What follows belongs to an exercise in optimizing a design on an open flow for small area; a production flow would make more cautious choices. In this exercise RTL edits were held to simulation tests only and were not proved equivalent to the original. Power figures rest on the tool's default switching activity, not on a simulated workload.

`flow/config.mk`:
```
export PLATFORM = sky130hd
export DESIGN_NAME = UI_Generator
export DESIGN_NICKNAME = UI_Generator
export VERILOG_FILES = /design/flow/design.v
export SDC_FILE = /design/flow/constraint.sdc
export NUM_CORES = 4
export LEC_CHECK = 0
export CAP_MARGIN = 20
export CORE_MARGIN = 2
export CORE_UTILIZATION = 40
export SLEW_MARGIN = 20
```
`flow/constraint.sdc`:
```
create_clock -name core_clock -period 40.0 [get_ports {clk}]
set_input_delay 8.0000 -clock core_clock [delete_from_list [all_inputs] [get_ports {clk}]]
set_output_delay 8.0000 -clock core_clock [all_outputs]
set_load 0.01 [all_outputs]
```
`flow/design.v`:
```
module glyph_font (
    input  logic [4:0] glyph,
    input  logic [2:0] row,
    output logic [7:0] line
);
    always_comb begin
        case ({glyph, row})
            {5'd1, 3'd0}: line = 8'b00100000;
            {5'd1, 3'd1}: line = 8'b00110000;
            {5'd1, 3'd2}: line = 8'b00111000;
            {5'd1, 3'd3}: line = 8'b00111100;
            {5'd1, 3'd4}: line = 8'b00111000;
            {5'd1, 3'd5}: line = 8'b00110000;
            {5'd1, 3'd6}: line = 8'b00100000;
            {5'd2, 3'd3}: line = 8'b01111110;
            {5'd3, 3'd0}: line = 8'b00111100;
            {5'd3, 3'd1}: line = 8'b01100110;
            {5'd3, 3'd2}: line = 8'b01101110;
            {5'd3, 3'd3}: line = 8'b01110110;
            {5'd3, 3'd4}: line = 8'b01100110;
            {5'd3, 3'd5}: line = 8'b01100110;
            {5'd3, 3'd6}: line = 8'b00111100;
            {5'd4, 3'd0}: line = 8'b00011000;
            {5'd4, 3'd1}: line = 8'b00111000;
            {5'd4, 3'd2}: line = 8'b00011000;
            {5'd4, 3'd3}: line = 8'b00011000;
            {5'd4, 3'd4}: line = 8'b00011000;
            {5'd4, 3'd5}: line = 8'b00011000;
            {5'd4, 3'd6}: line = 8'b01111110;
            {5'd5, 3'd0}: line = 8'b00111100;
            {5'd5, 3'd1}: line = 8'b01100110;
            {5'd5, 3'd2}: line = 8'b00000110;
            {5'd5, 3'd3}: line = 8'b00011100;
            {5'd5, 3'd4}: line = 8'b00110000;
            {5'd5, 3'd5}: line = 8'b01100000;
            {5'd5, 3'd6}: line = 8'b01111110;
            {5'd6, 3'd0}: line = 8'b01111110;
            {5'd6, 3'd1}: line = 8'b01100000;
            {5'd6, 3'd2}: line = 8'b01111100;
            {5'd6, 3'd3}: line = 8'b00000110;
            {5'd6, 3'd4}: line = 8'b00000110;
            {5'd6, 3'd5}: line = 8'b01100110;
            {5'd6, 3'd6}: line = 8'b00111100;
            {5'd7, 3'd0}: line = 8'b00011000;
            {5'd7, 3'd1}: line = 8'b00111100;
            {5'd7, 3'd2}: line = 8'b01100110;
            {5'd7, 3'd3}: line = 8'b01100110;
            {5'd7, 3'd4}: line = 8'b01111110;
            {5'd7, 3'd5}: line = 8'b01100110;
            {5'd7, 3'd6}: line = 8'b01100110;
            {5'd8, 3'd0}: line = 8'b00111100;
            {5'd8, 3'd1}: line = 8'b01100110;
            {5'd8, 3'd2}: line = 8'b01100000;
            {5'd8, 3'd3}: line = 8'b01100000;
            {5'd8, 3'd4}: line = 8'b01100000;
            {5'd8, 3'd5}: line = 8'b01100110;
            {5'd8, 3'd6}: line = 8'b00111100;
            {5'd9, 3'd0}: line = 8'b01111000;
            {5'd9, 3'd1}: line = 8'b01101100;
            {5'd9, 3'd2}: line = 8'b01100110;
            {5'd9, 3'd3}: line = 8'b01100110;
            {5'd9, 3'd4}: line = 8'b01100110;
            {5'd9, 3'd5}: line = 8'b01101100;
            {5'd9, 3'd6}: line = 8'b01111000;
            {5'd10, 3'd0}: line = 8'b01111110;
            {5'd10, 3'd1}: line = 8'b01100000;
            {5'd10, 3'd2}: line = 8'b01100000;
            {5'd10, 3'd3}: line = 8'b01111100;
            {5'd10, 3'd4}: line = 8'b01100000;
            {5'd10, 3'd5}: line = 8'b01100000;
            {5'd10, 3'd6}: line = 8'b01111110;
            {5'd11, 3'd0}: line = 8'b01111110;
            {5'd11, 3'd1}: line = 8'b01100000;
            {5'd11, 3'd2}: line = 8'b01100000;
            {5'd11, 3'd3}: line = 8'b01111100;
            {5'd11, 3'd4}: line = 8'b01100000;
            {5'd11, 3'd5}: line = 8'b01100000;
            {5'd11, 3'd6}: line = 8'b01100000;
            {5'd12, 3'd0}: line = 8'b00111100;
            {5'd12, 3'd1}: line = 8'b01100110;
            {5'd12, 3'd2}: line = 8'b01100000;
            {5'd12, 3'd3}: line = 8'b01101110;
            {5'd12, 3'd4}: line = 8'b01100110;
            {5'd12, 3'd5}: line = 8'b01100110;
            {5'd12, 3'd6}: line = 8'b00111110;
            {5'd13, 3'd0}: line = 8'b01100110;
            {5'd13, 3'd1}: line = 8'b01100110;
            {5'd13, 3'd2}: line = 8'b01100110;
            {5'd13, 3'd3}: line = 8'b01111110;
            {5'd13, 3'd4}: line = 8'b01100110;
            {5'd13, 3'd5}: line = 8'b01100110;
            {5'd13, 3'd6}: line = 8'b01100110;
            {5'd14, 3'd0}: line = 8'b01111110;
            {5'd14, 3'd1}: line = 8'b00011000;
            {5'd14, 3'd2}: line = 8'b00011000;
            {5'd14, 3'd3}: line = 8'b00011000;
            {5'd14, 3'd4}: line = 8'b00011000;
            {5'd14, 3'd5}: line = 8'b00011000;
            {5'd14, 3'd6}: line = 8'b01111110;
            {5'd15, 3'd0}: line = 8'b00011110;
            {5'd15, 3'd1}: line = 8'b00000110;
            {5'd15, 3'd2}: line = 8'b00000110;
            {5'd15, 3'd3}: line = 8'b00000110;
            {5'd15, 3'd4}: line = 8'b01100110;
            {5'd15, 3'd5}: line = 8'b01100110;
            {5'd15, 3'd6}: line = 8'b00111100;
            {5'd16, 3'd0}: line = 8'b01100000;
            {5'd16, 3'd1}: line = 8'b01100000;
            {5'd16, 3'd2}: line = 8'b01100000;
            {5'd16, 3'd3}: line = 8'b01100000;
            {5'd16, 3'd4}: line = 8'b01100000;
            {5'd16, 3'd5}: line = 8'b01100000;
            {5'd16, 3'd6}: line = 8'b01111110;
            {5'd17, 3'd0}: line = 8'b01100011;
            {5'd17, 3'd1}: line = 8'b01110111;
            {5'd17, 3'd2}: line = 8'b01111111;
            {5'd17, 3'd3}: line = 8'b01101011;
            {5'd17, 3'd4}: line = 8'b01100011;
            {5'd17, 3'd5}: line = 8'b01100011;
            {5'd17, 3'd6}: line = 8'b01100011;
            {5'd18, 3'd0}: line = 8'b01100110;
            {5'd18, 3'd1}: line = 8'b01110110;
            {5'd18, 3'd2}: line = 8'b01111110;
            {5'd18, 3'd3}: line = 8'b01111110;
            {5'd18, 3'd4}: line = 8'b01101110;
            {5'd18, 3'd5}: line = 8'b01100110;
            {5'd18, 3'd6}: line = 8'b01100110;
            {5'd19, 3'd0}: line = 8'b00111100;
            {5'd19, 3'd1}: line = 8'b01100110;
            {5'd19, 3'd2}: line = 8'b01100110;
            {5'd19, 3'd3}: line = 8'b01100110;
            {5'd19, 3'd4}: line = 8'b01100110;
            {5'd19, 3'd5}: line = 8'b01100110;
            {5'd19, 3'd6}: line = 8'b00111100;
            {5'd20, 3'd0}: line = 8'b01111100;
            {5'd20, 3'd1}: line = 8'b01100110;
            {5'd20, 3'd2}: line = 8'b01100110;
            {5'd20, 3'd3}: line = 8'b01111100;
            {5'd20, 3'd4}: line = 8'b01100000;
            {5'd20, 3'd5}: line = 8'b01100000;
            {5'd20, 3'd6}: line = 8'b01100000;
            {5'd21, 3'd0}: line = 8'b01111100;
            {5'd21, 3'd1}: line = 8'b01100110;
            {5'd21, 3'd2}: line = 8'b01100110;
            {5'd21, 3'd3}: line = 8'b01111100;
            {5'd21, 3'd4}: line = 8'b01101100;
            {5'd21, 3'd5}: line = 8'b01100110;
            {5'd21, 3'd6}: line = 8'b01100110;
            {5'd22, 3'd0}: line = 8'b00111100;
            {5'd22, 3'd1}: line = 8'b01100110;
            {5'd22, 3'd2}: line = 8'b01100000;
            {5'd22, 3'd3}: line = 8'b00111100;
            {5'd22, 3'd4}: line = 8'b00000110;
            {5'd22, 3'd5}: line = 8'b01100110;
            {5'd22, 3'd6}: line = 8'b00111100;
            {5'd23, 3'd0}: line = 8'b01111110;
            {5'd23, 3'd1}: line = 8'b00011000;
            {5'd23, 3'd2}: line = 8'b00011000;
            {5'd23, 3'd3}: line = 8'b00011000;
            {5'd23, 3'd4}: line = 8'b00011000;
            {5'd23, 3'd5}: line = 8'b00011000;
            {5'd23, 3'd6}: line = 8'b00011000;
            {5'd24, 3'd0}: line = 8'b01100110;
            {5'd24, 3'd1}: line = 8'b01100110;
            {5'd24, 3'd2}: line = 8'b01100110;
            {5'd24, 3'd3}: line = 8'b01100110;
            {5'd24, 3'd4}: line = 8'b01100110;
            {5'd24, 3'd5}: line = 8'b00111100;
            {5'd24, 3'd6}: line = 8'b00011000;
            {5'd25, 3'd0}: line = 8'b01100110;
            {5'd25, 3'd1}: line = 8'b01100110;
            {5'd25, 3'd2}: line = 8'b01100110;
            {5'd25, 3'd3}: line = 8'b00111100;
            {5'd25, 3'd4}: line = 8'b00011000;
            {5'd25, 3'd5}: line = 8'b00011000;
            {5'd25, 3'd6}: line = 8'b00011000;
            default: line = 8'b0;
        endcase
    end
endmodule
module text_map_status (
    input  logic [6:0] xc,
    output logic [4:0] glyph
);
    always_comb begin
        case (xc)
            7'd5: glyph = 5'd20;
            7'd6: glyph = 5'd20;
            7'd7: glyph = 5'd16;
            7'd8: glyph = 5'd16;
            7'd9: glyph = 5'd7;
            7'd10: glyph = 5'd7;
            7'd11: glyph = 5'd25;
            7'd12: glyph = 5'd25;
            7'd13: glyph = 5'd10;
            7'd14: glyph = 5'd10;
            7'd15: glyph = 5'd21;
            7'd16: glyph = 5'd21;
            7'd19: glyph = 5'd4;
            7'd20: glyph = 5'd4;
            7'd45: glyph = 5'd20;
            7'd46: glyph = 5'd20;
            7'd47: glyph = 5'd16;
            7'd48: glyph = 5'd16;
            7'd49: glyph = 5'd7;
            7'd50: glyph = 5'd7;
            7'd51: glyph = 5'd25;
            7'd52: glyph = 5'd25;
            7'd53: glyph = 5'd10;
            7'd54: glyph = 5'd10;
            7'd55: glyph = 5'd21;
            7'd56: glyph = 5'd21;
            7'd59: glyph = 5'd5;
            7'd60: glyph = 5'd5;
            default: glyph = 5'd0;
        endcase
    end
endmodule
module text_map_title (
    input  logic [6:0] xc,
    output logic [4:0] glyph
);
    always_comb begin
        case (xc)
            7'd31: glyph = 5'd9;
            7'd32: glyph = 5'd9;
            7'd33: glyph = 5'd14;
            7'd34: glyph = 5'd14;
            7'd35: glyph = 5'd8;
            7'd36: glyph = 5'd8;
            7'd37: glyph = 5'd10;
            7'd38: glyph = 5'd10;
            7'd41: glyph = 5'd21;
            7'd42: glyph = 5'd21;
            7'd43: glyph = 5'd7;
            7'd44: glyph = 5'd7;
            7'd45: glyph = 5'd8;
            7'd46: glyph = 5'd8;
            7'd47: glyph = 5'd10;
            7'd48: glyph = 5'd10;
            default: glyph = 5'd0;
        endcase
    end
endmodule
module text_map_subtitle (
    input  logic [6:0] xc,
    output logic [4:0] glyph
);
    always_comb begin
        case (xc)
            7'd30: glyph = 5'd5;
            7'd31: glyph = 5'd3;
            7'd32: glyph = 5'd5;
            7'd33: glyph = 5'd6;
            7'd35: glyph = 5'd24;
            7'd36: glyph = 5'd12;
            7'd37: glyph = 5'd7;
            7'd39: glyph = 5'd20;
            7'd40: glyph = 5'd21;
            7'd41: glyph = 5'd19;
            7'd42: glyph = 5'd15;
            7'd43: glyph = 5'd10;
            7'd44: glyph = 5'd8;
            7'd45: glyph = 5'd23;
            default: glyph = 5'd0;
        endcase
    end
endmodule
module text_map_finish (
    input  logic [6:0] xc,
    output logic [4:0] glyph
);
    always_comb begin
        case (xc)
            7'd28: glyph = 5'd11;
            7'd29: glyph = 5'd11;
            7'd30: glyph = 5'd11;
            7'd31: glyph = 5'd11;
            7'd32: glyph = 5'd14;
            7'd33: glyph = 5'd14;
            7'd34: glyph = 5'd14;
            7'd35: glyph = 5'd14;
            7'd36: glyph = 5'd18;
            7'd37: glyph = 5'd18;
            7'd38: glyph = 5'd18;
            7'd39: glyph = 5'd18;
            7'd40: glyph = 5'd14;
            7'd41: glyph = 5'd14;
            7'd42: glyph = 5'd14;
            7'd43: glyph = 5'd14;
            7'd44: glyph = 5'd22;
            7'd45: glyph = 5'd22;
            7'd46: glyph = 5'd22;
            7'd47: glyph = 5'd22;
            7'd48: glyph = 5'd13;
            7'd49: glyph = 5'd13;
            7'd50: glyph = 5'd13;
            7'd51: glyph = 5'd13;
            default: glyph = 5'd0;
        endcase
    end
endmodule
module text_map_labels (
    input  logic [6:0] xc,
    output logic [4:0] glyph
);
    always_comb begin
        case (xc)
            7'd8: glyph = 5'd8;
            7'd9: glyph = 5'd8;
            7'd10: glyph = 5'd19;
            7'd11: glyph = 5'd19;
            7'd12: glyph = 5'd16;
            7'd13: glyph = 5'd16;
            7'd14: glyph = 5'd19;
            7'd15: glyph = 5'd19;
            7'd16: glyph = 5'd21;
            7'd17: glyph = 5'd21;
            7'd20: glyph = 5'd9;
            7'd21: glyph = 5'd9;
            7'd22: glyph = 5'd10;
            7'd23: glyph = 5'd10;
            7'd24: glyph = 5'd23;
            7'd25: glyph = 5'd23;
            7'd26: glyph = 5'd10;
            7'd27: glyph = 5'd10;
            7'd28: glyph = 5'd8;
            7'd29: glyph = 5'd8;
            7'd30: glyph = 5'd23;
            7'd31: glyph = 5'd23;
            7'd54: glyph = 5'd20;
            7'd55: glyph = 5'd20;
            7'd56: glyph = 5'd16;
            7'd57: glyph = 5'd16;
            7'd58: glyph = 5'd7;
            7'd59: glyph = 5'd7;
            7'd60: glyph = 5'd25;
            7'd61: glyph = 5'd25;
            7'd62: glyph = 5'd10;
            7'd63: glyph = 5'd10;
            7'd64: glyph = 5'd21;
            7'd65: glyph = 5'd21;
            default: glyph = 5'd0;
        endcase
    end
endmodule
module text_map_menu1 (
    input  logic [6:0] xc,
    output logic [4:0] glyph
);
    always_comb begin
        case (xc)
            7'd25: glyph = 5'd22;
            7'd26: glyph = 5'd22;
            7'd27: glyph = 5'd23;
            7'd28: glyph = 5'd23;
            7'd29: glyph = 5'd7;
            7'd30: glyph = 5'd7;
            7'd31: glyph = 5'd21;
            7'd32: glyph = 5'd21;
            7'd33: glyph = 5'd23;
            7'd34: glyph = 5'd23;
            7'd37: glyph = 5'd12;
            7'd38: glyph = 5'd12;
            7'd39: glyph = 5'd7;
            7'd40: glyph = 5'd7;
            7'd41: glyph = 5'd17;
            7'd42: glyph = 5'd17;
            7'd43: glyph = 5'd10;
            7'd44: glyph = 5'd10;
            default: glyph = 5'd0;
        endcase
    end
endmodule
module text_map_menu2 (
    input  logic [6:0] xc,
    output logic [4:0] glyph
);
    always_comb begin
        case (xc)
            7'd25: glyph = 5'd10;
            7'd26: glyph = 5'd10;
            7'd27: glyph = 5'd18;
            7'd28: glyph = 5'd18;
            7'd29: glyph = 5'd9;
            7'd30: glyph = 5'd9;
            7'd33: glyph = 5'd12;
            7'd34: glyph = 5'd12;
            7'd35: glyph = 5'd7;
            7'd36: glyph = 5'd7;
            7'd37: glyph = 5'd17;
            7'd38: glyph = 5'd17;
            7'd39: glyph = 5'd10;
            7'd40: glyph = 5'd10;
            default: glyph = 5'd0;
        endcase
    end
endmodule
module text_map_score (
    input  logic [6:0] xc,
    output logic [4:0] glyph
);
    always_comb begin
        case (xc)
            7'd24: glyph = 5'd21;
            7'd25: glyph = 5'd21;
            7'd26: glyph = 5'd10;
            7'd27: glyph = 5'd10;
            7'd28: glyph = 5'd16;
            7'd29: glyph = 5'd16;
            7'd30: glyph = 5'd10;
            7'd31: glyph = 5'd10;
            7'd32: glyph = 5'd7;
            7'd33: glyph = 5'd7;
            7'd34: glyph = 5'd22;
            7'd35: glyph = 5'd22;
            7'd36: glyph = 5'd10;
            7'd37: glyph = 5'd10;
            7'd40: glyph = 5'd2;
            7'd41: glyph = 5'd2;
            7'd44: glyph = 5'd5;
            7'd45: glyph = 5'd5;
            7'd46: glyph = 5'd6;
            7'd47: glyph = 5'd6;
            7'd48: glyph = 5'd4;
            7'd49: glyph = 5'd4;
            7'd50: glyph = 5'd5;
            7'd51: glyph = 5'd5;
            7'd52: glyph = 5'd3;
            7'd53: glyph = 5'd3;
            7'd54: glyph = 5'd6;
            7'd55: glyph = 5'd6;
            default: glyph = 5'd0;
        endcase
    end
endmodule
module sprite_rom_p1 (
    input  logic [3:0] row,
    input  logic [2:0] col,
    output logic [11:0] rgb
);
    always_comb begin
        case ({row, col})
            7'd14: rgb = 12'h111;
            7'd15: rgb = 12'h111;
            7'd20: rgb = 12'h111;
            7'd21: rgb = 12'hFAA;
            7'd22: rgb = 12'hFAA;
            7'd23: rgb = 12'hFAA;
            7'd27: rgb = 12'h111;
            7'd28: rgb = 12'hE8A;
            7'd29: rgb = 12'hFAA;
            7'd30: rgb = 12'hFDD;
            7'd31: rgb = 12'hFAA;
            7'd35: rgb = 12'hE89;
            7'd36: rgb = 12'hFAA;
            7'd37: rgb = 12'hFAA;
            7'd38: rgb = 12'hFDC;
            7'd39: rgb = 12'hFAA;
            7'd41: rgb = 12'h112;
            7'd42: rgb = 12'hFA9;
            7'd43: rgb = 12'hFAA;
            7'd44: rgb = 12'hFAA;
            7'd45: rgb = 12'hFA9;
            7'd47: rgb = 12'hFAA;
            7'd48: rgb = 12'h112;
            7'd49: rgb = 12'hFA9;
            7'd50: rgb = 12'hF9A;
            7'd51: rgb = 12'hF9A;
            7'd52: rgb = 12'hC68;
            7'd53: rgb = 12'hFA9;
            7'd54: rgb = 12'hB85;
            7'd55: rgb = 12'hFAA;
            7'd56: rgb = 12'h112;
            7'd57: rgb = 12'hE8A;
            7'd58: rgb = 12'hD79;
            7'd59: rgb = 12'hFAA;
            7'd60: rgb = 12'hD79;
            7'd61: rgb = 12'hFAA;
            7'd62: rgb = 12'hFAA;
            7'd63: rgb = 12'hFAA;
            7'd64: rgb = 12'hC68;
            7'd65: rgb = 12'hC68;
            7'd66: rgb = 12'hD79;
            7'd67: rgb = 12'hFAA;
            7'd68: rgb = 12'hFAA;
            7'd69: rgb = 12'hFAA;
            7'd70: rgb = 12'hFAA;
            7'd71: rgb = 12'hFAA;
            7'd73: rgb = 12'h112;
            7'd74: rgb = 12'hF99;
            7'd75: rgb = 12'hF9A;
            7'd76: rgb = 12'hFAA;
            7'd77: rgb = 12'hFAA;
            7'd78: rgb = 12'hFAA;
            7'd79: rgb = 12'hFAA;
            7'd82: rgb = 12'h112;
            7'd83: rgb = 12'hD22;
            7'd84: rgb = 12'hF99;
            7'd85: rgb = 12'hFAA;
            7'd86: rgb = 12'hFAA;
            7'd87: rgb = 12'hFAA;
            7'd89: rgb = 12'h112;
            7'd90: rgb = 12'hC02;
            7'd91: rgb = 12'h801;
            7'd92: rgb = 12'hD23;
            7'd93: rgb = 12'hC68;
            7'd94: rgb = 12'hF9A;
            7'd95: rgb = 12'hF9A;
            7'd96: rgb = 12'h112;
            7'd97: rgb = 12'h801;
            7'd98: rgb = 12'hC02;
            7'd99: rgb = 12'hC02;
            7'd100: rgb = 12'hC02;
            7'd101: rgb = 12'hE34;
            7'd102: rgb = 12'hD23;
            7'd103: rgb = 12'hB22;
            7'd104: rgb = 12'h112;
            7'd105: rgb = 12'h801;
            7'd106: rgb = 12'hC02;
            7'd107: rgb = 12'hC02;
            7'd108: rgb = 12'hC02;
            7'd109: rgb = 12'hC02;
            7'd110: rgb = 12'hA11;
            7'd111: rgb = 12'h112;
            7'd113: rgb = 12'h112;
            7'd114: rgb = 12'h112;
            7'd115: rgb = 12'h001;
            7'd116: rgb = 12'h001;
            7'd117: rgb = 12'h112;
            7'd118: rgb = 12'h112;
            default: rgb = 12'h000;
        endcase
    end
endmodule
module sprite_rom_p2 (
    input  logic [7:0] addr,
    output logic [11:0] rgb
);
    always_comb begin
        case (addr)
            8'd6: rgb = 12'hF64;
            8'd7: rgb = 12'hF64;
            8'd8: rgb = 12'hF64;
            8'd9: rgb = 12'hF64;
            8'd20: rgb = 12'hF65;
            8'd21: rgb = 12'h832;
            8'd22: rgb = 12'hFEC;
            8'd23: rgb = 12'hFEC;
            8'd24: rgb = 12'hFEC;
            8'd25: rgb = 12'hFEC;
            8'd26: rgb = 12'hD50;
            8'd27: rgb = 12'hD50;
            8'd35: rgb = 12'hF64;
            8'd36: rgb = 12'hFEC;
            8'd37: rgb = 12'hFEC;
            8'd38: rgb = 12'hFEC;
            8'd39: rgb = 12'hFEC;
            8'd40: rgb = 12'hFEC;
            8'd41: rgb = 12'hFEC;
            8'd42: rgb = 12'hFEC;
            8'd43: rgb = 12'hA75;
            8'd44: rgb = 12'hD50;
            8'd51: rgb = 12'hFEC;
            8'd52: rgb = 12'hFEC;
            8'd53: rgb = 12'hFEC;
            8'd55: rgb = 12'hFEC;
            8'd56: rgb = 12'hFEC;
            8'd58: rgb = 12'hFEC;
            8'd59: rgb = 12'hFEC;
            8'd60: rgb = 12'hD50;
            8'd66: rgb = 12'hFEC;
            8'd67: rgb = 12'hFEC;
            8'd68: rgb = 12'hFEC;
            8'd69: rgb = 12'hFFF;
            8'd70: rgb = 12'hFEC;
            8'd71: rgb = 12'hFEC;
            8'd72: rgb = 12'hFFF;
            8'd73: rgb = 12'hFEC;
            8'd74: rgb = 12'hFEC;
            8'd75: rgb = 12'hCA6;
            8'd81: rgb = 12'hFEC;
            8'd82: rgb = 12'hFEC;
            8'd83: rgb = 12'hFEC;
            8'd85: rgb = 12'hFEC;
            8'd86: rgb = 12'hFEC;
            8'd88: rgb = 12'hFEC;
            8'd89: rgb = 12'hFEC;
            8'd90: rgb = 12'hCA6;
            8'd95: rgb = 12'hF64;
            8'd96: rgb = 12'hFEC;
            8'd97: rgb = 12'hFEC;
            8'd98: rgb = 12'hFEC;
            8'd100: rgb = 12'hFEC;
            8'd101: rgb = 12'hFEC;
            8'd103: rgb = 12'hFEC;
            8'd104: rgb = 12'hFEC;
            8'd105: rgb = 12'hCA6;
            8'd106: rgb = 12'hD50;
            8'd110: rgb = 12'hF64;
            8'd111: rgb = 12'hF64;
            8'd112: rgb = 12'hFEC;
            8'd113: rgb = 12'hFA7;
            8'd114: rgb = 12'hFA6;
            8'd115: rgb = 12'hFEC;
            8'd116: rgb = 12'hFEC;
            8'd117: rgb = 12'hFEC;
            8'd118: rgb = 12'hFEC;
            8'd119: rgb = 12'hF96;
            8'd120: rgb = 12'hFA6;
            8'd121: rgb = 12'hFEC;
            8'd122: rgb = 12'hD50;
            8'd123: rgb = 12'hD50;
            8'd126: rgb = 12'hF64;
            8'd127: rgb = 12'hF64;
            8'd128: rgb = 12'hFEC;
            8'd129: rgb = 12'hFEC;
            8'd130: rgb = 12'hFEC;
            8'd131: rgb = 12'hFEC;
            8'd132: rgb = 12'hFEC;
            8'd133: rgb = 12'hFEC;
            8'd134: rgb = 12'hFEC;
            8'd135: rgb = 12'hFEC;
            8'd136: rgb = 12'hFEC;
            8'd137: rgb = 12'hFEC;
            8'd138: rgb = 12'hFEC;
            8'd139: rgb = 12'hC60;
            8'd140: rgb = 12'hD50;
            8'd143: rgb = 12'hF64;
            8'd144: rgb = 12'hF64;
            8'd145: rgb = 12'hFEC;
            8'd146: rgb = 12'hFEC;
            8'd147: rgb = 12'hFEC;
            8'd148: rgb = 12'hFEC;
            8'd149: rgb = 12'hFEC;
            8'd150: rgb = 12'hFEC;
            8'd151: rgb = 12'hFEC;
            8'd152: rgb = 12'hFEC;
            8'd153: rgb = 12'hFEC;
            8'd154: rgb = 12'hFEC;
            8'd155: rgb = 12'hD50;
            8'd156: rgb = 12'hD50;
            8'd160: rgb = 12'hF64;
            8'd161: rgb = 12'hFEC;
            8'd162: rgb = 12'hFEC;
            8'd163: rgb = 12'hFEC;
            8'd164: rgb = 12'hFEC;
            8'd165: rgb = 12'hFEC;
            8'd166: rgb = 12'hFEC;
            8'd167: rgb = 12'hFEC;
            8'd168: rgb = 12'hFEC;
            8'd169: rgb = 12'hFEC;
            8'd170: rgb = 12'hFEC;
            8'd171: rgb = 12'hD50;
            8'd177: rgb = 12'hFEC;
            8'd178: rgb = 12'hFEC;
            8'd179: rgb = 12'hFEC;
            8'd180: rgb = 12'hFEC;
            8'd181: rgb = 12'hFEC;
            8'd182: rgb = 12'hFEC;
            8'd183: rgb = 12'hFEC;
            8'd184: rgb = 12'hFEC;
            8'd185: rgb = 12'hC50;
            8'd192: rgb = 12'hF64;
            8'd193: rgb = 12'hFEC;
            8'd194: rgb = 12'hFEC;
            8'd195: rgb = 12'hFEC;
            8'd196: rgb = 12'hFEC;
            8'd197: rgb = 12'hFEC;
            8'd198: rgb = 12'hFEC;
            8'd199: rgb = 12'hFEC;
            8'd200: rgb = 12'hC50;
            8'd201: rgb = 12'h100;
            8'd206: rgb = 12'hF92;
            8'd207: rgb = 12'hFA2;
            8'd208: rgb = 12'hF64;
            8'd209: rgb = 12'hF64;
            8'd210: rgb = 12'hFEC;
            8'd211: rgb = 12'hFEC;
            8'd212: rgb = 12'hFEC;
            8'd213: rgb = 12'hFEC;
            8'd214: rgb = 12'hC50;
            8'd215: rgb = 12'hC50;
            8'd216: rgb = 12'hFA2;
            8'd217: rgb = 12'hFA2;
            8'd221: rgb = 12'hF92;
            8'd222: rgb = 12'hF92;
            8'd223: rgb = 12'hF64;
            8'd224: rgb = 12'hF64;
            8'd225: rgb = 12'h840;
            8'd226: rgb = 12'h840;
            8'd227: rgb = 12'h840;
            8'd228: rgb = 12'h840;
            8'd229: rgb = 12'hC50;
            8'd230: rgb = 12'hC50;
            8'd231: rgb = 12'hF92;
            8'd232: rgb = 12'hFA2;
            default: rgb = 12'h000;
        endcase
    end
endmodule
`timescale 1ns / 1ps
module UI_Generator (
    input logic       clk,
    input logic       reset,
    input logic [9:0] x_pixel,
    input logic [9:0] y_pixel,
    input logic is_intro_state,
    input logic menu_select,
    input  logic [3:0] p1_pos,
    input  logic [3:0] p2_pos,
    output logic       turn_done,
    input  logic       pos_valid,
    input  logic       winner_valid,
    input  logic       turn,
    output logic [3:0] ui_r,
    output logic [3:0] ui_g,
    output logic [3:0] ui_b,
    output logic       ui_enable
);
    logic [9:0] x, y;
    assign x = x_pixel;
    assign y = y_pixel;
    localparam logic [1:0] S_IDLE = 2'd0, S_MOVE = 2'd1, S_JUMP = 2'd2, S_FLAG = 2'd3;
    logic [8:0] tick;
    logic       frame_tick;
    logic       pv_prev;
    logic [1:0] state;
    logic [4:0] cnt;
    logic       cur;
    logic [3:0] tgt_t, p1_t, p2_t;
    logic       td;
    always_ff @(posedge clk or posedge reset) begin
        if (reset) begin
            tick <= 9'd0;
            frame_tick <= 1'b0;
        end else if (tick == 9'd399) begin
            tick <= 9'd0;
            frame_tick <= 1'b1;
        end else begin
            tick <= tick + 9'd1;
            frame_tick <= 1'b0;
        end
    end
    always_ff @(posedge clk or posedge reset) begin
        if (reset) pv_prev <= 1'b0;
        else       pv_prev <= pos_valid;
    end
    logic pos_pulse;
    assign pos_pulse = pos_valid && !pv_prev;
    logic last_step;
    always_comb begin
        case (state)
            S_MOVE:  last_step = (cnt == 5'd23);
            S_JUMP:  last_step = (cnt == 5'd15);
            default: last_step = (cnt == 5'd19);
        endcase
    end
    always_ff @(posedge clk or posedge reset) begin
        if (reset) begin
            state <= S_IDLE;
            cnt   <= 5'd0;
            cur   <= 1'b0;
            tgt_t <= 4'd0;
            p1_t  <= 4'd0;
            p2_t  <= 4'd0;
            td    <= 1'b0;
        end else begin
            td <= 1'b0;
            if (state == S_IDLE) begin
                cnt <= 5'd0;
                if (pos_pulse) begin
                    cur   <= turn;
                    tgt_t <= turn ? p2_pos : p1_pos;
                    state <= S_MOVE;
                end
            end else if (frame_tick) begin
                if (last_step) begin
                    cnt <= 5'd0;
                    case (state)
                        S_MOVE: begin
                            if (cur) p2_t <= tgt_t;
                            else     p1_t <= tgt_t;
                            state <= S_JUMP;
                        end
                        S_JUMP: begin
                            state <= (tgt_t == 4'd10) ? S_FLAG : S_IDLE;
                            td    <= (tgt_t != 4'd10);
                        end
                        default: begin
                            state <= S_IDLE;
                            td    <= 1'b1;
                        end
                    endcase
                end else begin
                    cnt <= cnt + 5'd1;
                end
            end
        end
    end
    assign turn_done = td;
    function automatic logic [4:0] tile_unit(input logic [3:0] t);   
        tile_unit = (t <= 4'd10) ? 5'(4'd1 + 3 * t) : 5'd0;
    endfunction
    logic [3:0]  st_t;
    logic [4:0]  u_s, u_t, kmag;
    logic        kneg, neg;
    logic [9:0]  kc;
    logic [11:0] n5;
    logic [9:0]  q;
    logic [9:0]  xs, mv_x;
    assign st_t = cur ? p2_t : p1_t;
    assign u_s  = tile_unit(st_t);
    assign u_t  = tile_unit(tgt_t);
    assign kneg = (u_t < u_s);
    assign kmag = kneg ? (u_s - u_t) : (u_t - u_s);
    assign kc   = kmag * cnt;
    assign neg  = kneg && (cnt != 5'd0);
    assign n5   = {kc, 2'b00} + {2'b00, kc} + {11'd0, neg};
    always_comb begin
        logic [1:0] r;
        logic [2:0] t3;
        r = 2'd0;
        q = 10'd0;
        for (int i = 10; i >= 0; i--) begin
            t3 = {r, n5[i+1]};
            if (t3 >= 3'd3) begin
                if (i < 10) q[i] = 1'b1;
                r = 2'(t3 - 3'd3);
            end else begin
                r = t3[1:0];
            end
        end
    end
    assign xs   = 10'(u_s * 20);
    assign mv_x = xs + (neg ? 10'd683 : 10'd0) + (q ^ {10{neg}});
    logic [9:0] p1x, p2x, p1y, p2y;
    logic [9:0] cur_y;
    logic [5:0] jump_off;
    logic [9:0] slide_y;
    always_comb begin
        case (cnt[3:0])
            4'd0:  jump_off = 6'd0;
            4'd1:  jump_off = 6'd4;
            4'd2:  jump_off = 6'd8;
            4'd3:  jump_off = 6'd12;
            4'd4:  jump_off = 6'd16;
            4'd5:  jump_off = 6'd20;
            4'd6:  jump_off = 6'd24;
            4'd7:  jump_off = 6'd28;
            4'd8:  jump_off = 6'd30;
            4'd9:  jump_off = 6'd28;
            4'd10: jump_off = 6'd24;
            4'd11: jump_off = 6'd20;
            4'd12: jump_off = 6'd16;
            4'd13: jump_off = 6'd12;
            4'd14: jump_off = 6'd8;
            default: jump_off = 6'd4;
        endcase
        case (cnt)
            5'd0:  slide_y = 10'd90;
            5'd1:  slide_y = 10'd91;
            5'd2:  slide_y = 10'd93;
            5'd3:  slide_y = 10'd95;
            5'd4:  slide_y = 10'd96;
            5'd5:  slide_y = 10'd98;
            5'd6:  slide_y = 10'd100;
            5'd7:  slide_y = 10'd101;
            5'd8:  slide_y = 10'd103;
            5'd9:  slide_y = 10'd105;
            5'd10: slide_y = 10'd107;
            5'd11: slide_y = 10'd108;
            5'd12: slide_y = 10'd110;
            5'd13: slide_y = 10'd112;
            5'd14: slide_y = 10'd113;
            5'd15: slide_y = 10'd115;
            5'd16: slide_y = 10'd117;
            5'd17: slide_y = 10'd118;
            5'd18: slide_y = 10'd120;
            5'd19: slide_y = 10'd122;
            default: slide_y = 10'd124;
        endcase
        if (state == S_FLAG)      cur_y = slide_y;
        else if (state == S_JUMP) cur_y = 10'd124 - 10'(jump_off);
        else                      cur_y = 10'd124;
    end
    assign p1x = (state == S_MOVE && !cur) ? mv_x : 10'(tile_unit(p1_t) * 20);
    assign p2x = (state == S_MOVE &&  cur) ? mv_x : 10'(tile_unit(p2_t) * 20);
    assign p1y = !cur ? cur_y : 10'd124;
    assign p2y =  cur ? cur_y : 10'd124;
    logic [10:0] d1x, d1y, d2x, d2y;
    logic in_p1, in_p2, icon_rows, in_i1, in_i2;
    assign d1x = {1'b0, x} - {1'b0, p1x};
    assign d1y = {1'b0, y} - {1'b0, p1y};
    assign d2x = {1'b0, x} - {1'b0, p2x};
    assign d2y = {1'b0, y} - {1'b0, p2y};
    assign in_p1 = (d1x[10:4] == 7'd0) && (d1y[10:4] == 7'd0);
    assign in_p2 = (d2x[10:4] == 7'd0) && (d2y[10:4] == 7'd0);
    assign icon_rows = (y[9:4] == 6'd2);
    assign in_i1 = icon_rows && (x[9:4] == 6'd13);
    assign in_i2 = icon_rows && (x[9:4] == 6'd33);
    logic [3:0] k_row, k_col, e_row, e_col;
    logic [11:0] k_rgb, e_rgb;
    assign k_row = icon_rows ? y[3:0] : d1y[3:0];
    assign k_col = icon_rows ? x[3:0] : d1x[3:0];
    assign e_row = icon_rows ? y[3:0] : d2y[3:0];
    assign e_col = icon_rows ? x[3:0] : d2x[3:0];
    sprite_rom_p1 u_k (.row(k_row), .col(k_col[2:0] ^ {3{k_col[3]}}), .rgb(k_rgb));
    sprite_rom_p2 u_e (.addr({e_row, e_col}), .rgb(e_rgb));
    logic k_op, e_op;
    assign k_op = (k_rgb != 12'h000);
    assign e_op = (e_rgb != 12'h000);
    logic b_status, b_title, b_sub, b_fin, b_lab, b_m1, b_m2, b_score;
    assign b_status = (y >= 10'd32)  && (y < 10'd48);
    assign b_title  = (y >= 10'd140) && (y < 10'd156);
    assign b_sub    = (y >= 10'd200) && (y < 10'd208);
    assign b_fin    = (y >= 10'd224) && (y < 10'd256);
    assign b_lab    = (y >= 10'd257) && (y < 10'd273);
    assign b_m1     = (y >= 10'd280) && (y < 10'd296);
    assign b_m2     = (y >= 10'd320) && (y < 10'd336);
    assign b_score  = (y >= 10'd380) && (y < 10'd396);
    logic in_cur1, in_cur2, in_cursor_x, cursor_on;
    assign in_cursor_x = (x >= 10'd170) && (x < 10'd186);
    assign in_cur1 = b_m1 && in_cursor_x;
    assign in_cur2 = b_m2 && in_cursor_x;
    assign cursor_on = (in_cur1 && !menu_select) || (in_cur2 && menu_select);
    logic [4:0] g_status, g_title, g_sub, g_fin, g_lab, g_m1, g_m2, g_score, glyph;
    text_map_status   u_ts (.xc(x[9:3]), .glyph(g_status));
    text_map_title    u_tt (.xc(x[9:3]), .glyph(g_title));
    text_map_subtitle u_tu (.xc(x[9:3]), .glyph(g_sub));
    text_map_finish   u_tf (.xc(x[9:3]), .glyph(g_fin));
    text_map_labels   u_tl (.xc(x[9:3]), .glyph(g_lab));
    text_map_menu1    u_t1 (.xc(x[9:3]), .glyph(g_m1));
    text_map_menu2    u_t2 (.xc(x[9:3]), .glyph(g_m2));
    text_map_score    u_tc (.xc(x[9:3]), .glyph(g_score));
    logic [2:0] trow, tcol;
    logic [9:0] ym140, ym257, ym380, xm170;
    assign ym140 = y - 10'd140;
    assign ym257 = y - 10'd257;
    assign ym380 = y - 10'd380;
    assign xm170 = x - 10'd170;
    always_comb begin
        glyph = 5'd0;
        trow  = 3'd0;
        tcol  = 3'd0;
        if (b_status) begin
            glyph = g_status; trow = y[3:1];     tcol = {~x[3], x[2:1]};
        end else if (b_title) begin
            glyph = g_title;  trow = ym140[3:1]; tcol = {~x[3], x[2:1]};
        end else if (b_sub) begin
            glyph = g_sub;    trow = y[2:0];     tcol = x[2:0];
        end else if (b_fin) begin
            glyph = g_fin;    trow = y[4:2];     tcol = x[4:2];
        end else if (b_lab) begin
            glyph = g_lab;    trow = ym257[3:1]; tcol = x[3:1];
        end else if (b_m1) begin
            glyph = g_m1;     trow = {~y[3], y[2:1]}; tcol = {~x[3], x[2:1]};
        end else if (b_m2) begin
            glyph = g_m2;     trow = y[3:1];     tcol = {~x[3], x[2:1]};
        end else if (b_score) begin
            glyph = g_score;  trow = ym380[3:1]; tcol = x[3:1];
        end
        if (cursor_on) begin
            glyph = 5'd1;     tcol = xm170[3:1];
        end
    end
    logic [7:0] tline;
    logic tp;
    glyph_font u_font (.glyph(glyph), .row(trow), .line(tline));
    assign tp = tline[3'd7 - tcol];
    logic [11:0] game_c;
    logic        fin_area, fin_inner, fin_on;
    assign fin_area  = (x >= 10'd160) && (x < 10'd480) && (y >= 10'd160) && (y < 10'd320);
    assign fin_inner = (x >= 10'd168) && (x < 10'd472) && (y >= 10'd168) && (y < 10'd312);
    assign fin_on    = winner_valid && fin_area;
    logic       qb_rows, qb1, qb2, qb3, qb4, in_qb;
    logic [3:0] qlx, qly;
    logic       q_mark, q_outer, q_inner;
    assign qb_rows = (y >= 10'd72) && (y < 10'd88);
    assign qb1 = (x >= 10'd132) && (x < 10'd148);
    assign qb2 = (x >= 10'd252) && (x < 10'd268);
    assign qb3 = (x >= 10'd372) && (x < 10'd388);
    assign qb4 = (x >= 10'd492) && (x < 10'd508);
    assign in_qb = qb_rows && (qb1 || qb2 || qb3 || qb4);
    assign qlx = (qb1 || qb3) ? (x[3:0] - 4'd4) : (x[3:0] + 4'd4);
    assign qly = {~y[3], y[2:0]};
    always_comb begin
        case (qly)
            4'd3:  q_mark = (qlx >= 4'd5 && qlx <= 4'd10);
            4'd4:  q_mark = (qlx >= 4'd4 && qlx <= 4'd11);
            4'd5:  q_mark = (qlx == 4'd4 || qlx == 4'd11);
            4'd6:  q_mark = (qlx == 4'd10 || qlx == 4'd11);
            4'd7:  q_mark = (qlx == 4'd9 || qlx == 4'd10);
            4'd8:  q_mark = (qlx == 4'd8 || qlx == 4'd9);
            4'd9, 4'd10, 4'd12, 4'd13:
                   q_mark = (qlx == 4'd7 || qlx == 4'd8);
            default: q_mark = 1'b0;
        endcase
    end
    assign q_outer = (qlx == 4'd0) || (qlx == 4'd15) || (qly == 4'd0) || (qly == 4'd15);
    assign q_inner = (qlx == 4'd1) || (qlx == 4'd14) || (qly == 4'd1) || (qly == 4'd14);
    logic in_pole, in_flag;
    logic [3:0] flx;
    assign in_pole = (x >= 10'd620) && (x <= 10'd621) && (y >= 10'd80) && (y < 10'd150);
    assign in_flag = (x >= 10'd622) && (x <= 10'd637) && (y >= 10'd80) && (y < 10'd95);
    assign flx = x[3:0] + 4'd2;
    logic [9:0] ym150;
    logic [3:0] dcode;
    assign ym150 = y - 10'd150;
    assign dcode = {x[2:1], ym150[2:1]};
    always_comb begin
        game_c = 12'h000;
        if (y < 10'd70)        game_c = 12'h8CE;
        else if (y < 10'd140)  game_c = 12'h5AE;
        else if (y == 10'd140) game_c = 12'h7C3;
        else if (y < 10'd150)  game_c = 12'h5A2;
        else if (y < 10'd180) begin
            case (dcode)
                4'b0000, 4'b0101, 4'b1010, 4'b1111: game_c = 12'h642;
                4'b0001, 4'b0100, 4'b1001, 4'b1100: game_c = 12'h863;
                4'b0010, 4'b0111, 4'b1000, 4'b1101: game_c = 12'hA75;
                default:                            game_c = 12'h777;
            endcase
        end
        if (in_qb) begin
            if (q_mark)       game_c = 12'hFFF;
            else if (q_outer) game_c = 12'h852;
            else if (q_inner) game_c = 12'hC90;
            else              game_c = 12'hFC0;
        end
        if (in_pole)      game_c = 12'hEEE;
        else if (in_flag) game_c = (flx[2] ^ y[2]) ? 12'h000 : 12'hFFF;
        if (in_p2 && e_op) game_c = e_rgb;
        if (in_p1 && k_op) game_c = k_rgb;
        if (in_i1 && k_op)      game_c = k_rgb;
        else if (in_i2 && e_op) game_c = e_rgb;
        else if (b_status && tp) game_c = 12'h000;
        if (fin_on) begin
            if (!fin_inner)   game_c = 12'h000;
            else if (b_fin && tp) game_c = 12'hFCB;
            else              game_c = 12'hC40;
        end
    end
    logic [11:0] game_q;
    logic        fin_q;
    always_ff @(posedge clk) begin
        game_q <= game_c;
        fin_q  <= fin_on;
    end
    logic lab_rows, l1_box, l2_box, lab_edge_y, lab_on, lab_black;
    assign lab_rows   = (y >= 10'd250) && (y < 10'd280);
    assign lab_edge_y = (y < 10'd252) || (y >= 10'd278);
    assign l1_box = lab_rows && (x >= 10'd57) && (x < 10'd263);
    assign l2_box = lab_rows && (x >= 10'd425) && (x < 10'd535);
    assign lab_on = l1_box || l2_box;
    assign lab_black = lab_edge_y ||
                       (l1_box && (x < 10'd59 || x >= 10'd261)) ||
                       (l2_box && (x < 10'd427 || x >= 10'd533)) ||
                       (b_lab && tp);
    logic cam_border;
    assign cam_border = (y >= 10'd240) &&
                        ((y < 10'd252) || (y >= 10'd468) || (x < 10'd12) || (x >= 10'd628) ||
                         (x >= 10'd312 && x < 10'd328));
    function automatic logic disc(input logic [9:0] px, input logic [9:0] py,
                                  input int cx, input int cy, input int r);
        logic [10:0] dx, dy;
        logic [10:0] ax, ay;
        logic [10:0] s;
        dx = {1'b0, px} - 11'(cx);
        dy = {1'b0, py} - 11'(cy);
        ax = {6'd0, dx[10] ? 5'(-dx) : dx[4:0]};
        ay = {6'd0, dy[10] ? 5'(-dy) : dy[4:0]};
        s  = ax * ax + ay * ay;
        disc = (dx[10] ? (-dx < 11'(r)) : (dx < 11'(r))) &&
               (dy[10] ? (-dy < 11'(r)) : (dy < 11'(r))) &&
               (s < 11'(r * r));
    endfunction
    logic in_cloud, in_hill, in_bush, pipe_top, pipe_body, in_qblk, qblk_mark;
    logic t_border, t_box, in_ground, mortar;
    assign in_cloud = disc(x, y, 100, 70, 20) || disc(x, y, 120, 60, 25) || disc(x, y, 145, 65, 22) ||
                      disc(x, y, 500, 90, 18) || disc(x, y, 520, 80, 22) || disc(x, y, 540, 88, 18);
    logic [9:0] h1x, h2x, hy;
    assign h1x = x - 10'd520;
    assign h2x = x - 10'd180;
    assign hy  = y - 10'd416;
    assign in_hill = ((y >= 10'd356) && (y < 10'd416) && (10'(h1x * h1x + hy * hy) < 10'd256)) ||
                     ((y >= 10'd376) && (y < 10'd416) && (10'(h2x * h2x + hy * hy) < 10'd452));
    assign in_bush = ((y >= 10'd392) && (y < 10'd416) &&
                      (disc(x, y, 260, 404, 16) || disc(x, y, 280, 400, 20) || disc(x, y, 300, 404, 16))) ||
                     ((y >= 10'd396) && (y < 10'd416) &&
                      (disc(x, y, 560, 406, 14) || disc(x, y, 580, 402, 18) || disc(x, y, 600, 406, 14)));
    assign pipe_top  = (x >= 10'd80) && (x < 10'd136) && (y >= 10'd348) && (y < 10'd368);
    assign pipe_body = (x >= 10'd88) && (x < 10'd128) && (y >= 10'd368) && (y < 10'd416);
    logic [3:0] qx, qy;
    assign in_qblk = (x >= 10'd400) && (x < 10'd432) && (y >= 10'd200) && (y < 10'd232);
    assign qx = {~x[3], x[2:0]};
    assign qy = y[3:0];
    assign qblk_mark = (x >= 10'd408) && (x < 10'd424) && (y >= 10'd208) && (y < 10'd224) &&
                       ((qy < 4'd4 && qx >= 4'd4 && qx < 4'd12) ||
                        (qy >= 4'd4 && qy < 4'd8 && qx >= 4'd8 && qx < 4'd12) ||
                        (qy >= 4'd8 && qy < 4'd12 && qx >= 4'd6 && qx < 4'd10) ||
                        (qy >= 4'd14 && qx >= 4'd6 && qx < 4'd10));
    assign t_box    = (x >= 10'd168) && (x < 10'd472) && (y >= 10'd108) && (y < 10'd212);
    assign t_border = (x >= 10'd160) && (x < 10'd480) && (y >= 10'd100) && (y < 10'd220) && !t_box;
    logic [9:0] gy;
    assign in_ground = (y >= 10'd416);
    assign gy = y - 10'd416;
    assign mortar = (gy[4:0] == 5'd0) || (gy[4:0] == 5'd31) ||
                    ((y < 10'd448) ? (x[4:0] == 5'd0 || x[4:0] == 5'd31)
                                   : (x[4:0] == 5'd16 || x[4:0] == 5'd15));
    logic [11:0] intro_c;
    always_comb begin
        intro_c = 12'h5AF;
        if (in_cloud) intro_c = 12'hFFF;
        if (in_hill || in_bush) intro_c = 12'h0A8;
        if (pipe_top || pipe_body) begin
            intro_c = 12'h0A8;
            if (pipe_top && x < 10'd92)  intro_c = 12'h068;
            if (pipe_body && x < 10'd96) intro_c = 12'h068;
        end
        if (in_qblk) intro_c = qblk_mark ? 12'h000 : 12'hFA5;
        if (t_border) intro_c = 12'h000;
        if (t_box)    intro_c = 12'hC40;
        if ((b_title || b_sub) && tp) intro_c = 12'hFCB;
        if ((b_m1 || b_m2) && tp) intro_c = 12'hFFF;
        if (cursor_on && tp) intro_c = 12'hC40;
        if (b_score && tp) intro_c = 12'hFFF;
        if (in_ground) intro_c = mortar ? 12'h000 : 12'hC40;
    end
    always_comb begin
        if (is_intro_state) begin
            {ui_r, ui_g, ui_b} = intro_c;
            ui_enable = 1'b1;
        end else if (y < 10'd240 || fin_q) begin
            {ui_r, ui_g, ui_b} = game_q;
            ui_enable = 1'b1;
        end else if (lab_on) begin
            {ui_r, ui_g, ui_b} = lab_black ? 12'h000 : 12'hFFF;
            ui_enable = 1'b1;
        end else if (cam_border) begin
            {ui_r, ui_g, ui_b} = 12'hF9C;
            ui_enable = 1'b1;
        end else begin
            {ui_r, ui_g, ui_b} = 12'h000;
            ui_enable = 1'b0;
        end
    end
endmodule
```
`flow/run.sh`:
```
#!/bin/bash
# synth_recipe.tcl (not shown) runs the flow's synth.tcl, then flattens the netlist and writes it again
# the make line also repeats each setting of config.mk as NAME=value (left out here)
make -C /OpenROAD-flow-scripts/flow DESIGN_CONFIG=/design/flow/config.mk WORK_HOME=/design/flow/orfs CLKGATE_MAP_FILE= SYNTH_SCRIPT=/design/flow/synth_recipe.tcl finish
```
==> results.ini <==
[worst_setup_path]
slowest_delay_ns=0.85
crit_path_max_fanout=27
endpoint_kind=primary output
crit_family=compound AO/OA/AOI/OAI gates
cp_data_required_time_ns=32.00
path_class=in -> out
cp_data_arrival_time_ns=19.26
cp_num_buf_inv=9
critPathSlowestCell=a41oi_1
start_kind=input port

[sta]
worst_pin_slew_ns=1.14
drv_slew=0
fin_crit_sh_pct=68.1
slew_headroom_pct=23.2
fin_tns_setup_ns=0
fmax_mhz=36.7
finClkSkew_ns=0.0172
fin_crit_ns=27.26
final-hold-violation-count=0
setup_violations=0
rsz0062_at_grt=false

[yosys]
netlist.area_leader.share_pct=19.7
yosysWarningCount=12
ys_types=115
post_synth.cell_area_avg_um2=7.28
synth_compound_area_share_pct=23.1
yosys-top-cells-area=ha_1 (20%), fa_1 (15%), xnor2_1 (6.0%), nor2_1 (6.0%), inv_1 (5.6%)
syn-num-nets=6278
synth-edff-count=0
yosys.area_share.simple_pct=20.7
synth_async_sr_flop_share_pct=71.1
synthMuxAreaShare_pct=2.01
syn_inst=5336
synth_top_family_by_area=adder cells
synth-adder-area-share_pct=34.9
seq_area_frac_synth_pct=2.73
synthXorXnorAreaFrac_pct=8.10
yosys.area.top_type=ha_1
synth_ff_type=dfrtp_1
synth-seq-cells=45
netlist_area_um2=38900

[die]
ios=49
die_h_um=316
start_util_pct=40.3
rows=114
coreArea_um2=96600
die_w_um=316
dieArea_um2=99700

[clocking]
htree_levels=2
cts_tree=built
cts-hold-fix-buffers=0
cts.sinks=45
root_buffer=clkbuf_16
clk_latency_ns=0.32
cts.reportedPaths.clkPinSlew_ns=0.07
cts_buffers=5
cts_resized=0
cts_setup_buffers=0
ctsLongestPathBuffers=2

[power]
leakage_nw=19.3
seqPwrFrac_pct=2.7
clkPwrFrac_pct=3.1
swShare_pct=55.2
p_int_mw=0.780
vdd_drop_max_mv=0.0760
power_frac_comb_pct=94.3
power.switching_mw=0.961
powerDensity_nw_per_um2=42.6

[place]
dpl_cell_area_um2=40700
port_buffers=48
gp_congestion=1.01
place_hpwl_um=111000

[detailed_routing]
wl_per_cell_um=21.8
drt-total-wl_um=142000
num_vias=39400
ant_nets=0
viasPerCell=6.05
drt_iter0_drc=4372
firstDrtPassIters=7
post-route-drc-count=0

[final_layout]
final_area_um2=40900
syn2layout_area_growth_pct=5.16
final_common_cell=nor2_1
fillers=10000
fin_nets=6180
drive_gt1_share_pct=4.60
final_cell_mix=nor2_1 (617), ha_1 (612), inv_1 (582)

[grt]
grt-ovfl-total=0
antenna_found_initial=6
grt_pass1_wl_um=220000
gr-usage-all-layers_pct=27.9
grt_pass1_vias=37900
grt_max_degree=50

[run_status]
status=finished clean

[hold_path]
hp-class=reg -> reg

[flow_run]
cap_violations=0

cell type report:
| type | count | area (um2) | share of cell area [%] |
|---|---|---|---|
| Multi-Input combinational cell | 4433 | 34600 | 84.6 |
| Inverter | 596 | 2240 | 5.47 |
| Tap cell | 1276 | 1600 | 3.91 |
| Timing Repair Buffer | 157 | 1230 | 3.01 |
| Sequential cell | 45 | 1060 | 2.60 |
| Clock buffer | 5 | 125 | 0.306 |
| Clock inverter | 3 | 48.8 | 0.119 |
| Antenna cell | 1 | 2.50 | 0.00612 |
Yosys cell counts (17+ instances only):
cell type / number
xnor2_1: 265
o211ai_1: 45
nor2_1: 617
a211oi_1: 51
o21ai_0: 274
nor4_1: 38
a221oi_1: 22
or2_2: 22
buf_2: 31
nand2_1: 465
xor2_1: 85
a311oi_1: 17
clkbuf_1: 176
and3_1: 21
a21boi_0: 18
a21oi_1: 395
a31oi_1: 81
o22ai_1: 36
a21o_1: 75
buf_1: 54
inv_1: 583
a32oi_1: 17
o21bai_1: 66
nand4_1: 35
mux2i_1: 55
nor2b_1: 64
ha_1: 612
o21a_1: 20
nand2b_1: 60
nor3_1: 128
dfrtp_1: 32
nand3_1: 99
and2_1: 61
o31ai_1: 26
fa_1: 295
or3_1: 24
logic make-up after synthesis:
logic type / Yosys count
AO/OA/AOI/OAI: 1368
XOR/XNOR: 354
adder cells (fa/ha/maj): 908
buffers and inverters: 858
flip-flops: 45
multiplexers: 73
AND/OR/NAND/NOR: 1730
worst register-to-register path, delay by kind of cell, from the launching register on:
kind | cells | cell delay [ns]
flip-flops | 1 | 0.77
AND/OR/NAND/NOR | 22 | 4.78
AO/OA/AOI/OAI | 37 | 9.59
XOR/XNOR | 6 | 1.00
adder cells (fa/ha/maj) | 20 | 6.81
buffers and inverters | 11 | 2.12
metrics by stage:
step | hold slack [ns] | setup slack (ns) | power, mW | util (%) | cells
after global placement | 0.447 | 13.05 | 1.64 | 42.1 | 6507
after floorplan | 0.424 | 15.67 | 1.31 | - | 5336
after CTS | 0.457 | 12.95 | 1.74 | 42.3 | 6515
after detailed placement | 0.447 | 12.98 | 1.67 | 42.1 | 6507
after global routing | 0.470 | 12.17 | 1.97 | 42.3 | 6515
final | 0.451 | 12.74 | 1.74 | 42.3 | 6516
layer usage:
layer | vias to the layer above | global-route usage (%) | wire length, um
met5 | - | 0 | 53
met4 | 8 | 10.8 | 6310
met3 | 381 | 3.99 | 12700
met2 | 1960 | 42.7 | 60200
met1 | 18700 | 39.5 | 62900
li1 | 18400 | - | -
power groups by stage:
stage	Sequential, mW	Combinational, mW	Clock [mW]
CTS	0.0466	1.64	0.0537
floorplan	0.0474	1.26	0
detailed placement	0.0475	1.62	0
global route	0.0467	1.87	0.0554
finish	0.0466	1.64	0.0532
global placement	0.0476	1.59	0
path summary, 6_finish.rpt:
path                       cells past startpoint       start  slack [ns]         to
setup / recovery                              40  y_pixel[5]       12.74    ui_g[2]
hold / removal                                 1     tick[0]        0.45    tick[0]
setup reg to reg                              96         cur       14.78  game_q[6]
hold reg to reg                                1     tick[0]        0.45    tick[0]
max in group asynchronous                      3       reset       31.60    tick[1]
min in group asynchronous                      3       reset        8.07        cur
state kept, by name (all words and copies together), names as in the netlist:
signal and count:
p2_t 4, state 2, frame_tick 1, fin_q 1, cur 1, game_q 12
cnt 5, pv_prev 1, tick 9, td 1, tgt_t 4, p1_t 4

-- what the ideal ports hide --
How much do the figures lean on ideal ports? The routed layout below was timed once more, with nothing changed but the port constraints.
Step 1 sets driving cells, clkbuf_16 on the clock port and buf_2 on the other inputs (assumed; they add their load-dependent delay and slew).
Step 2, shift: input delay + t, output delay - t, t = (earliest + latest rising clock arrival at the registers) / 2. This alone moves slack from input paths to output paths.
a / b / c = ideal / step 1 / step 2; a / b = the first two.
t, ns: 0.355
setup slack, ns: 12.745 / 12.724 / 12.724
worst setup path after step 2: input to output
slew at the worst register clock pin (ns): 0.08 / 0.08
cell pins on the clock port's net: 1
After both steps this run still meets setup and hold. The setup slack of this run moves by -0.021 ns with the drivers and by -0.021 ns with both steps.
